This is an optimization exercise on Yosys and OpenROAD, whose aim is small area, a short achievable clock period and few clock cycles, not a production implementation. Only simulation tests tie the RTL to the original design; equivalence was not proved. Power and IR drop assume default switching activity.

==> run E <==
## CHIP
module CHIP(clk,
            rst_n,
            mem_wen_D,
            mem_addr_D,
            mem_wdata_D,
            mem_rdata_D,
            mem_addr_I,
            mem_rdata_I);
Settings: LEC_CHECK=0, CAP_MARGIN=20, CORE_MARGIN=2, CORE_UTILIZATION=30, CTS_CLUSTER_DIAMETER=60, CTS_CLUSTER_SIZE=25, SETUP_SLACK_MARGIN=1.0, SLEW_MARGIN=20; clock period 12.0 ns.
standard.sh (not shown) runs the stock make flow with config.mk's settings and CLKGATE_MAP_FILE= SYNTH_SCRIPT=/design/flow/synth_recipe.tcl, a recipe that flattens the netlist after the stock synthesis.
==> flow/flow/run.sh <==
#!/bin/bash
set -euo pipefail
bash standard.sh SETUP_SLACK_MARGIN=8 "BUFFER_PORTS_ARGS=-buffer_cell sky130_fd_sc_hd__buf_4" finish > standard_make.log 2>&1
==> run A: changes against run E <==
--- a/flow/design.v
+++ b/flow/design.v
@@ -11,14 +11,15 @@
     output [31:0] mem_addr_D ;
     output [31:0] mem_wdata_D;
     input  [31:0] mem_rdata_D;
     output [31:0] mem_addr_I ;
     input  [31:0] mem_rdata_I;
     reg  [31:0] pcF;
-    reg         vD, jumpedD, hiMissD;
+    reg         vD, jumpedD, farD;
     reg  [31:0] irD, pcD;
+    reg  [31:1] oh1D, oh2D;     
     reg         vE, killE;
     reg  [ 4:0] rdE;
     reg         wenE, loadE, storeE, brE, jalrE, mdE, divE;
     reg         brGE, brLT, off4E, off8E;
     reg         subE;
     reg         selAddE, selAndE, selOrE, selXorE, selSltE, selSllE, selSrlE;
@@ -68,17 +69,16 @@
     wire dSubAll = dSub | dSlt | isMD;    
     wire [31:0] wbData = loadM ? mem_rdata_D : resM;
     wire [31:0] rf1, rf2;
     regfile rf0(
         .clk(clk), .rst_n(rst_n),
         .we(wenM), .wa(rdM), .wd(wbData),
-        .ra1(rs1D), .ra2(rs2D),
+        .ra1(oh1D), .ra2(oh2D),
         .q1(rf1), .q2(rf2));
-    reg  sameM1, sameM2;
-    wire hitM1 = wenM & sameM1;
-    wire hitM2 = wenM & sameM2;
+    wire hitM1 = wenM & (rdM == rs1D);
+    wire hitM2 = wenM & (rdM == rs2D);
     wire [31:0] rs1v = hitM1 ? wbData : rf1;
     wire [31:0] rs2v = hitM2 ? wbData : rf2;
     wire vEff = vE & ~killE;
     wire        mdBusy, mdDone, mdWen;
     wire [ 4:0] mdRd;
     wire [31:0] mdRes;
@@ -100,23 +100,42 @@
     wire [31:0] aluSum;
     wire        mdReplay;
     wire        redirE = vEff & (jalrE | (brE & takenE & ~off4E & (~off8E | jumpedD)) | mdReplay);
     wire        skipD  = vEff & brE & takenE & off8E & ~jumpedD;
     wire [31:0] redirTgtE = jalrE ? aluSum : sdE;
     wire        jalrD  = isJALR & (irD[31:20] == 12'd0) & ~hitE1;
+    wire [11:0] immLoD = irD[3] ? immJ[11:0] : immB[11:0];
+    wire [12:0] loD    = {1'b0, pcD[11:0]} + {1'b0, immLoD};
+    wire        hiMissD = (loD[12] != irD[31]) | farD;
     wire        redirD = vD & ~stallD & (jumpedD ? hiMissD : (isJAL | (brSelf & ~off4D) | jalrD));
     wire [31:0] tgtDx  = (irD[2] & ~irD[3]) ? rs1v : tgtD;
     wire [31:0] ir = mem_rdata_I;
     wire        jalF  = (ir[6:2] == 5'b11011);
     wire        selfF = (ir[6:2] == 5'b11000) & (ir[19:15] == ir[24:20]);
     wire        fitF  = (ir[19:12] == {8{ir[31]}});
     wire        jumpF = jalF | selfF;
-    wire [12:0] loJF  = {1'b0, pcF[11:0]} + {1'b0, ir[20], ir[30:21], 1'b0};
-    wire [12:0] loBF  = {1'b0, pcF[11:0]} + {1'b0, ir[7], ir[30:25], ir[11:8], 1'b0};
+    wire [11:0] immJF = {ir[20], ir[30:21], 1'b0};
+    wire [11:0] immBF = {ir[7], ir[30:25], ir[11:8], 1'b0};
+    wire [6:0]  lJF  = {1'b0, pcF[5:0]} + {1'b0, immJF[5:0]};
+    wire [6:0]  hJF0 = {1'b0, pcF[11:6]} + {1'b0, immJF[11:6]};
+    wire [6:0]  hJF1 = {1'b0, pcF[11:6]} + {1'b0, immJF[11:6]} + 7'd1;
+    wire [6:0]  lBF  = {1'b0, pcF[5:0]} + {1'b0, immBF[5:0]};
+    wire [6:0]  hBF0 = {1'b0, pcF[11:6]} + {1'b0, immBF[11:6]};
+    wire [6:0]  hBF1 = {1'b0, pcF[11:6]} + {1'b0, immBF[11:6]} + 7'd1;
+    wire [12:0] loJF = {lJF[6] ? hJF1 : hJF0, lJF[5:0]};
+    wire [12:0] loBF = {lBF[6] ? hBF1 : hBF0, lBF[5:0]};
     wire [31:0] tgtF  = {pcF[31:12], ir[3] ? loJF[11:0] : loBF[11:0]};
-    wire        hiMissF = ((ir[3] ? loJF[12] : loBF[12]) != ir[31]) | (jalF & ~fitF);
+    wire [31:1] oh1F, oh2F;
+    genvar d;
+    generate
+        for (d = 1; d < 32; d = d + 1) begin : dec
+            assign oh1F[d] = (ir[19:15] == d);
+            assign oh2F[d] = (ir[24:20] == d);
+        end
+    endgenerate
+    wire        farF    = jalF & ~fitF;
     wire [31:0] tgtD   = pcD + (irD[3] ? immJ : immB);
     wire [31:0] pcSeq  = stallD ? pcF :
                          jumpF  ? tgtF : pcF + 32'd4;
     wire [31:0] pcRest = redirD ? tgtDx : pcSeq;
     wire        useSeq = skipD & ~redirE;
     wire        useRest = ~skipD & ~redirE;
@@ -134,13 +153,15 @@
     end
     always @(posedge clk) begin
         if (!stallD) begin
             irD <= mem_rdata_I;
             pcD <= pcF;
             jumpedD <= jumpF;
-            hiMissD <= hiMissF;
+            oh1D    <= oh1F;
+            oh2D    <= oh2F;
+            farD    <= farF;
         end
     end
     wire goE = vD & ~stallD;
     always @(posedge clk or negedge rst_n) begin
         if (!rst_n) begin
             vE <= 1'b0;
@@ -236,46 +257,53 @@
         else begin
             wenM   <= (inject & mdWen) | (wenE & ~killE & ~(mdE & ~mdQuick));
             loadM  <= loadE & ~killE;
             storeM <= storeE & ~killE;
         end
     end
-    wire [4:0] rdMNext = inject ? mdRd : rdE;
     always @(posedge clk) begin
-        rdM  <= rdMNext;
-        sameM1 <= (rdMNext == (stallD ? rs1D : mem_rdata_I[19:15]));
-        sameM2 <= (rdMNext == (stallD ? rs2D : mem_rdata_I[24:20]));
+        rdM  <= inject ? mdRd : rdE;
         resM <= resE;
         sdM  <= SD;
     end
 endmodule
 module regfile(clk, rst_n, we, wa, wd, ra1, ra2, q1, q2);
     input         clk, rst_n, we;
-    input  [ 4:0] wa, ra1, ra2;
+    input  [ 4:0] wa;
+    input  [31:1] ra1, ra2;     
     input  [31:0] wd;
     output [31:0] q1, q2;
     reg [31:0] r [1:31];
-    wire [31:0] wd0 = wd & {32{rst_n}};                            
-    wire [31:0] wd2 = rst_n ? wd : 32'hBFFFFFF0;                    
-    wire [31:0] wd3 = rst_n ? wd : 32'h10008000;                    
+    reg [31:1] rv;
     integer i;
     always @(posedge clk) begin
         for (i = 1; i < 32; i = i + 1)
-            if (!rst_n || (we && wa == i))
-                r[i] <= (i == 2) ? wd2 : (i == 3) ? wd3 : wd0;
+            if (we && wa == i) r[i] <= wd;
     end
-    wire [31:0] rr [0:31];
-    assign rr[0] = 32'd0;
-    genvar k;
-    generate
-        for (k = 1; k < 32; k = k + 1) begin : rdp
-            assign rr[k] = r[k];
+    always @(posedge clk or negedge rst_n) begin
+        if (!rst_n) rv <= 31'd0;
+        else if (we && wa != 5'd0) rv[wa] <= 1'b1;
+    end
+    reg [31:0] raw1, raw2;
+    reg        v1, v2;
+    always @(*) begin
+        raw1 = 32'd0;
+        raw2 = 32'd0;
+        for (i = 1; i < 32; i = i + 1) begin
+            raw1 = raw1 | ({32{ra1[i]}} & r[i]);
+            raw2 = raw2 | ({32{ra2[i]}} & r[i]);
         end
-    endgenerate
-    assign q1 = rr[ra1];
-    assign q2 = rr[ra2];
+    end
+    always @(*) begin
+        v1 = |(ra1 & rv);
+        v2 = |(ra2 & rv);
+    end
+    wire [31:0] init1 = ({32{ra1[2]}} & 32'hBFFFFFF0) | ({32{ra1[3]}} & 32'h10008000);
+    wire [31:0] init2 = ({32{ra2[2]}} & 32'hBFFFFFF0) | ({32{ra2[3]}} & 32'h10008000);
+    assign q1 = v1 ? raw1 : init1;
+    assign q2 = v2 ? raw2 : init2;
 endmodule
 module muldiv(clk, rst_n, start, div, swap, rd, wen, a, b, ack, busy, done, rdOut, wenOut, res);
     input         clk, rst_n;
     input         start, div, swap, wen, ack;
     input  [ 4:0] rd;
     input  [31:0] a, b;
@@ -300,17 +328,14 @@
     wire [31:0] pp0 = y[0] ? x : 32'd0;
     wire [31:0] pp1 = y[1] ? {x[30:0], 1'b0} : 32'd0;
     wire [31:0] s1 = p[31:0] ^ c ^ pp0;
     wire [31:0] c1 = {(p[30:0] & c[30:0]) | (p[30:0] & pp0[30:0]) | (c[30:0] & pp0[30:0]), 1'b0};
     wire [31:0] s2 = s1 ^ c1 ^ pp1;
     wire [31:0] c2 = {(s1[30:0] & c1[30:0]) | (s1[30:0] & pp1[30:0]) | (c1[30:0] & pp1[30:0]), 1'b0};
-    wire [31:0] pp2 = y[2] ? {x[29:0], 2'b0} : 32'd0;
-    wire [31:0] s3 = s2 ^ c2 ^ pp2;
-    wire [31:0] c3 = {(s2[30:0] & c2[30:0]) | (s2[30:0] & pp2[30:0]) | (c2[30:0] & pp2[30:0]), 1'b0};
-    wire [31:0] xNext = {x[28:0], 3'b000};
-    wire [31:0] yNext = {3'b000, y[31:3]};
+    wire [31:0] xNext = {x[29:0], 2'b00};
+    wire [31:0] yNext = {2'b00, y[31:2]};
     wire        mulLast = (yNext == 32'd0) | (xNext == 32'd0);
     wire [32:0] xOp = {33{~p[32]}} ^ {1'b0, x};           
     wire [33:0] difC = {p, 1'b1} + {xOp, ~p[32]};         
     wire [32:0] dif = difC[33:1];
     wire        qbit = ~dif[32];
     wire [31:0] qNext = {c[30:0], qbit};
@@ -356,14 +381,14 @@
                     p <= 33'd0;
                     x <= swap ? b : a;
                     y <= swap ? a : b;
                 end
             end
             MUL: begin
-                p <= {1'b0, s3};
-                c <= c3;
+                p <= {1'b0, s2};
+                c <= c2;
                 x <= xNext;
                 y <= yNext;
             end
             NORM, DIV: begin
                 if (st == NORM && can4) begin
                     x <= {x[27:0], 4'b0};
- CTS_CLUSTER_DIAMETER: 60 -> not set
- CTS_CLUSTER_SIZE: 25 -> not set
==> run P: changes against run E <==
--- a/flow/design.v
+++ b/flow/design.v
@@ -13,12 +13,13 @@
     input  [31:0] mem_rdata_D;
     output [31:0] mem_addr_I ;
     input  [31:0] mem_rdata_I;
     reg  [31:0] pcF;
     reg         vD, jumpedD, hiMissD;
     reg  [31:0] irD, pcD;
+    reg  [31:1] oh1D, oh2D;     
     reg         vE, killE;
     reg  [ 4:0] rdE;
     reg         wenE, loadE, storeE, brE, jalrE, mdE, divE;
     reg         brGE, brLT, off4E, off8E;
     reg         subE;
     reg         selAddE, selAndE, selOrE, selXorE, selSltE, selSllE, selSrlE;
@@ -68,17 +69,16 @@
     wire dSubAll = dSub | dSlt | isMD;    
     wire [31:0] wbData = loadM ? mem_rdata_D : resM;
     wire [31:0] rf1, rf2;
     regfile rf0(
         .clk(clk), .rst_n(rst_n),
         .we(wenM), .wa(rdM), .wd(wbData),
-        .ra1(rs1D), .ra2(rs2D),
+        .ra1(oh1D), .ra2(oh2D),
         .q1(rf1), .q2(rf2));
-    reg  sameM1, sameM2;
-    wire hitM1 = wenM & sameM1;
-    wire hitM2 = wenM & sameM2;
+    wire hitM1 = wenM & (rdM == rs1D);
+    wire hitM2 = wenM & (rdM == rs2D);
     wire [31:0] rs1v = hitM1 ? wbData : rf1;
     wire [31:0] rs2v = hitM2 ? wbData : rf2;
     wire vEff = vE & ~killE;
     wire        mdBusy, mdDone, mdWen;
     wire [ 4:0] mdRd;
     wire [31:0] mdRes;
@@ -110,12 +110,20 @@
     wire        selfF = (ir[6:2] == 5'b11000) & (ir[19:15] == ir[24:20]);
     wire        fitF  = (ir[19:12] == {8{ir[31]}});
     wire        jumpF = jalF | selfF;
     wire [12:0] loJF  = {1'b0, pcF[11:0]} + {1'b0, ir[20], ir[30:21], 1'b0};
     wire [12:0] loBF  = {1'b0, pcF[11:0]} + {1'b0, ir[7], ir[30:25], ir[11:8], 1'b0};
     wire [31:0] tgtF  = {pcF[31:12], ir[3] ? loJF[11:0] : loBF[11:0]};
+    wire [31:1] oh1F, oh2F;
+    genvar d;
+    generate
+        for (d = 1; d < 32; d = d + 1) begin : dec
+            assign oh1F[d] = (ir[19:15] == d);
+            assign oh2F[d] = (ir[24:20] == d);
+        end
+    endgenerate
     wire        hiMissF = ((ir[3] ? loJF[12] : loBF[12]) != ir[31]) | (jalF & ~fitF);
     wire [31:0] tgtD   = pcD + (irD[3] ? immJ : immB);
     wire [31:0] pcSeq  = stallD ? pcF :
                          jumpF  ? tgtF : pcF + 32'd4;
     wire [31:0] pcRest = redirD ? tgtDx : pcSeq;
     wire        useSeq = skipD & ~redirE;
@@ -135,12 +143,14 @@
     always @(posedge clk) begin
         if (!stallD) begin
             irD <= mem_rdata_I;
             pcD <= pcF;
             jumpedD <= jumpF;
             hiMissD <= hiMissF;
+            oh1D    <= oh1F;
+            oh2D    <= oh2F;
         end
     end
     wire goE = vD & ~stallD;
     always @(posedge clk or negedge rst_n) begin
         if (!rst_n) begin
             vE <= 1'b0;
@@ -236,46 +246,45 @@
         else begin
             wenM   <= (inject & mdWen) | (wenE & ~killE & ~(mdE & ~mdQuick));
             loadM  <= loadE & ~killE;
             storeM <= storeE & ~killE;
         end
     end
-    wire [4:0] rdMNext = inject ? mdRd : rdE;
     always @(posedge clk) begin
-        rdM  <= rdMNext;
-        sameM1 <= (rdMNext == (stallD ? rs1D : mem_rdata_I[19:15]));
-        sameM2 <= (rdMNext == (stallD ? rs2D : mem_rdata_I[24:20]));
+        rdM  <= inject ? mdRd : rdE;
         resM <= resE;
         sdM  <= SD;
     end
 endmodule
 module regfile(clk, rst_n, we, wa, wd, ra1, ra2, q1, q2);
     input         clk, rst_n, we;
-    input  [ 4:0] wa, ra1, ra2;
+    input  [ 4:0] wa;
+    input  [31:1] ra1, ra2;     
     input  [31:0] wd;
     output [31:0] q1, q2;
     reg [31:0] r [1:31];
     wire [31:0] wd0 = wd & {32{rst_n}};                            
     wire [31:0] wd2 = rst_n ? wd : 32'hBFFFFFF0;                    
     wire [31:0] wd3 = rst_n ? wd : 32'h10008000;                    
     integer i;
     always @(posedge clk) begin
         for (i = 1; i < 32; i = i + 1)
             if (!rst_n || (we && wa == i))
                 r[i] <= (i == 2) ? wd2 : (i == 3) ? wd3 : wd0;
     end
-    wire [31:0] rr [0:31];
-    assign rr[0] = 32'd0;
-    genvar k;
-    generate
-        for (k = 1; k < 32; k = k + 1) begin : rdp
-            assign rr[k] = r[k];
+    reg [31:0] q1r, q2r;
+    always @(*) begin
+        q1r = 32'd0;
+        q2r = 32'd0;
+        for (i = 1; i < 32; i = i + 1) begin
+            q1r = q1r | ({32{ra1[i]}} & r[i]);
+            q2r = q2r | ({32{ra2[i]}} & r[i]);
         end
-    endgenerate
-    assign q1 = rr[ra1];
-    assign q2 = rr[ra2];
+    end
+    assign q1 = q1r;
+    assign q2 = q2r;
 endmodule
 module muldiv(clk, rst_n, start, div, swap, rd, wen, a, b, ack, busy, done, rdOut, wenOut, res);
     input         clk, rst_n;
     input         start, div, swap, wen, ack;
     input  [ 4:0] rd;
     input  [31:0] a, b;
==> run Y: changes against run E <==
--- a/flow/design.v
+++ b/flow/design.v
@@ -20,12 +20,13 @@
     reg  [ 4:0] rdE;
     reg         wenE, loadE, storeE, brE, jalrE, mdE, divE;
     reg         brGE, brLT, off4E, off8E;
     reg         subE;
     reg         selAddE, selAndE, selOrE, selXorE, selSltE, selSllE, selSrlE;
     reg  [31:0] opAE, opBE, sdE;
+    reg         x31E;            
     reg         wenM, loadM, storeM;
     reg  [ 4:0] rdM;
     reg  [31:0] resM, sdM;
     assign mem_addr_I  = pcF;
     assign mem_addr_D  = resM;
     assign mem_wdata_D = sdM;
@@ -70,15 +71,14 @@
     wire [31:0] rf1, rf2;
     regfile rf0(
         .clk(clk), .rst_n(rst_n),
         .we(wenM), .wa(rdM), .wd(wbData),
         .ra1(rs1D), .ra2(rs2D),
         .q1(rf1), .q2(rf2));
-    reg  sameM1, sameM2;
-    wire hitM1 = wenM & sameM1;
-    wire hitM2 = wenM & sameM2;
+    wire hitM1 = wenM & (rdM == rs1D);
+    wire hitM2 = wenM & (rdM == rs2D);
     wire [31:0] rs1v = hitM1 ? wbData : rf1;
     wire [31:0] rs2v = hitM2 ? wbData : rf2;
     wire vEff = vE & ~killE;
     wire        mdBusy, mdDone, mdWen;
     wire [ 4:0] mdRd;
     wire [31:0] mdRes;
@@ -160,12 +160,17 @@
             storeE <= goE & isSTORE;
             brE    <= goE & isBR & ~brSelf;
             jalrE  <= goE & isJALR & ~jalrD;
             mdE    <= goE & isMD;
         end
     end
+    wire [31:0] opAD = (isAUIPC | isJAL) ? pcD : rs1f;
+    wire [31:0] opBD = {32{dSubAll}} ^ ((isOP | isBR) ? rs2f :
+                                       isJAL   ? 32'd4 :
+                                       isSTORE ? immS :
+                                       isAUIPC ? immU : immI);
     always @(posedge clk) begin
         rdE   <= rdD;
         divE  <= isDIV;
         brGE  <= (f3D == 3'b101);
         brLT  <= (f3D == 3'b100);
         off4E <= off4D;
@@ -175,28 +180,32 @@
         selAndE <= dAnd;
         selOrE  <= dOr;
         selXorE <= dXor;
         selSltE <= dSlt;
         selSllE <= dSll;
         selSrlE <= dSrl;
-        opAE  <= (isAUIPC | isJAL) ? pcD : rs1f;
-        opBE  <= {32{dSubAll}} ^ ((isOP | isBR) ? rs2f :
-                                  isJAL   ? 32'd4 :
-                                  isSTORE ? immS :
-                                  isAUIPC ? immU : immI);
+        opAE  <= opAD;
+        opBE  <= opBD;
+        x31E  <= opAD[31] ^ opBD[31];
         sdE   <= isBR ? tgtD : isMD ? pcD : rs2f;
     end
     wire [31:0] A  = opAE;
     wire [31:0] Bx = opBE;                
     wire [31:0] B  = ~Bx;                 
     wire [31:0] SD = sdE;
     wire [32:0] addOut = {1'b0, A} + {1'b0, Bx} + {32'd0, subE};
     assign aluSum = addOut[31:0];
-    wire   geu    = addOut[32];           
-    wire   eqE    = &(A ^ Bx);            
-    assign takenE = eqE | (brGE & ~aluSum[31]) | (brLT & aluSum[31]);
+    wire [31:0] cgt = A & Bx;             
+    wire [31:0] cne = ~(A ^ Bx);          
+    wire        gt31, ne31;
+    cmptree #(.N(31)) cmp0(.gt(cgt[30:0]), .ne(cne[30:0]), .gtOut(gt31), .neOut(ne31));
+    wire   geu31  = gt31 | ~ne31;                          
+    wire   geu    = cgt[31] | (~cne[31] & geu31);          
+    wire   eqE    = ~cne[31] & ~ne31;                      
+    wire   dif31  = x31E ^ geu31;
+    assign takenE = eqE | (brGE & ~dif31) | (brLT & dif31);
     wire [31:0] Arev, shr, shl;
     genvar k;
     generate
         for (k = 0; k < 32; k = k + 1) begin : rev
             assign Arev[k] = A[31-k];
             assign shl[k]  = shr[31-k];
@@ -236,17 +245,14 @@
         else begin
             wenM   <= (inject & mdWen) | (wenE & ~killE & ~(mdE & ~mdQuick));
             loadM  <= loadE & ~killE;
             storeM <= storeE & ~killE;
         end
     end
-    wire [4:0] rdMNext = inject ? mdRd : rdE;
     always @(posedge clk) begin
-        rdM  <= rdMNext;
-        sameM1 <= (rdMNext == (stallD ? rs1D : mem_rdata_I[19:15]));
-        sameM2 <= (rdMNext == (stallD ? rs2D : mem_rdata_I[24:20]));
+        rdM  <= inject ? mdRd : rdE;
         resM <= resE;
         sdM  <= SD;
     end
 endmodule
 module regfile(clk, rst_n, we, wa, wd, ra1, ra2, q1, q2);
     input         clk, rst_n, we;
@@ -385,6 +391,24 @@
                 x <= xNext;      
                 y <= yNext;
             end
         endcase
     end
 endmodule
+module cmptree #(parameter N = 31) (gt, ne, gtOut, neOut);
+    input  [N-1:0] gt, ne;
+    output         gtOut, neOut;
+    generate
+        if (N == 1) begin : leaf
+            assign gtOut = gt[0];
+            assign neOut = ne[0];
+        end
+        else begin : node
+            localparam L = N / 2;         
+            wire gtH, neH, gtL, neL;
+            cmptree #(.N(N - L)) hi(.gt(gt[N-1:L]), .ne(ne[N-1:L]), .gtOut(gtH), .neOut(neH));
+            cmptree #(.N(L))     lo(.gt(gt[L-1:0]), .ne(ne[L-1:0]), .gtOut(gtL), .neOut(neL));
+            assign gtOut = gtH | (~neH & gtL);
+            assign neOut = neH | neL;
+        end
+    endgenerate
+endmodule
- CTS_CLUSTER_DIAMETER: 60 -> not set
- CTS_CLUSTER_SIZE: 25 -> not set
==> run notes <==
Non-clock buffer count, lowest first: run A, run P, run E, run Y. Clock power: run A > run Y > run E > run P. Against run P, the clock skew of run Y is lower by 0.0099 ns. First-iteration DRC count, lowest first: run E, run A, run P, run Y. Synthesized cell count: run E > run Y > run P > run A. Hold slack, highest first: run A, run E, run P, run Y. Count of clock-buffer cells in the layout, highest first: run A, run Y, run E, run P.
==> figures <==
| quantity | run P | run Y | run E | run A |
|---|---|---|---|---|
| Internal power of the cells | 13.1 mW | 13.2 mW | 12.4 mW | 13.0 mW |
| Total number of sequential cells | 1488 | 1427 | 1428 | 1519 |
| Pre-antenna DRT Iters | 15 | 10 | 13 | 15 |
| Multi-input combinational area share | 40.1% | 40.3% | 40.4% | 38.6% |
| Clock insertion delay at the later pin of the skew report | 0.84 ns | 0.89 ns | 0.87 ns | 0.87 ns |
| Outcome | timing/DRC/antenna clean | timing/DRC/antenna clean | timing/DRC/antenna clean | timing/DRC/antenna clean |
| Launch point of the worst hold path | sdE[2]$_DFF_P_ | sdE[26]$_DFF_P_ | sdE[29]$_DFF_P_ | sdE[9]$_DFF_P_ |
| Top-area cell type share of the netlist area | 44.4% | 43.7% | 43.6% | 44.7% |
| Max H-tree Level | 3 | 4 | 3 | 4 |
| Portion of total power attributed to combinational logic | 45.6% | 42.7% | 42.4% | 38.4% |
| Total power density per cell area | 257 mW/mm2 | 247 mW/mm2 | 240 mW/mm2 | 233 mW/mm2 |
| Worst slack, placed | 5.81 ns | 6.18 ns | 6.13 ns | 5.66 ns |
| Clock-pin slew of the registers on the worst-case setup and hold paths | 0.09 ns | 0.06 ns | 0.08 ns | 0.06 ns |
| Die footprint | 0.274 mm2 | 0.264 mm2 | 0.264 mm2 | 0.272 mm2 |
| Horiz. Die Dim | 523 um | 514 um | 514 um | 521 um |
| Seq pwr | 8.91 mW | 8.34 mW | 8.43 mW | 8.12 mW |
Testbench counts of run E, summed over its fixed seeds: cycles 25,056.
Testbench counts of run A, summed over its fixed seeds: cycles 25,547.
Testbench counts of run P, summed over its fixed seeds: cycles 25,056.
Testbench counts of run Y, summed over its fixed seeds: cycles 25,056.

[port drivers added, routing unchanged]
How much do the figures lean on ideal ports? The routed layouts below were timed once more, with nothing changed but the port constraints. Step 1: set_driving_cell puts a clkbuf_16 on clk and a buf_2 on each other input, an assumption about the parent block. Step 2 also shifts input and output timing later by t, the mid clock arrival at the registers, as if the neighbouring blocks saw the same clock. Slacks: no drivers / after step 1 / after step 2; pairs: no drivers / after step 1.
run	t, ns	setup WS [ns]	slew at the worst register clock pin (ns)	cell pins on the clock port's net
run E	0.913	7.721 / 7.721 / 7.162	0.11 / 0.11	1
run A	0.940	7.727 / 7.767 / 6.827	0.07 / 0.07	1
run P	0.887	7.549 / 7.549 / 7.043	0.10 / 0.10	1
run Y	0.938	7.686 / 7.686 / 7.065	0.07 / 0.07	1
After both steps setup and hold are still met in every run listed. For run A, which loses most, drivers alone change the setup slack by +0.040 ns; drivers and shift together by -0.900 ns.
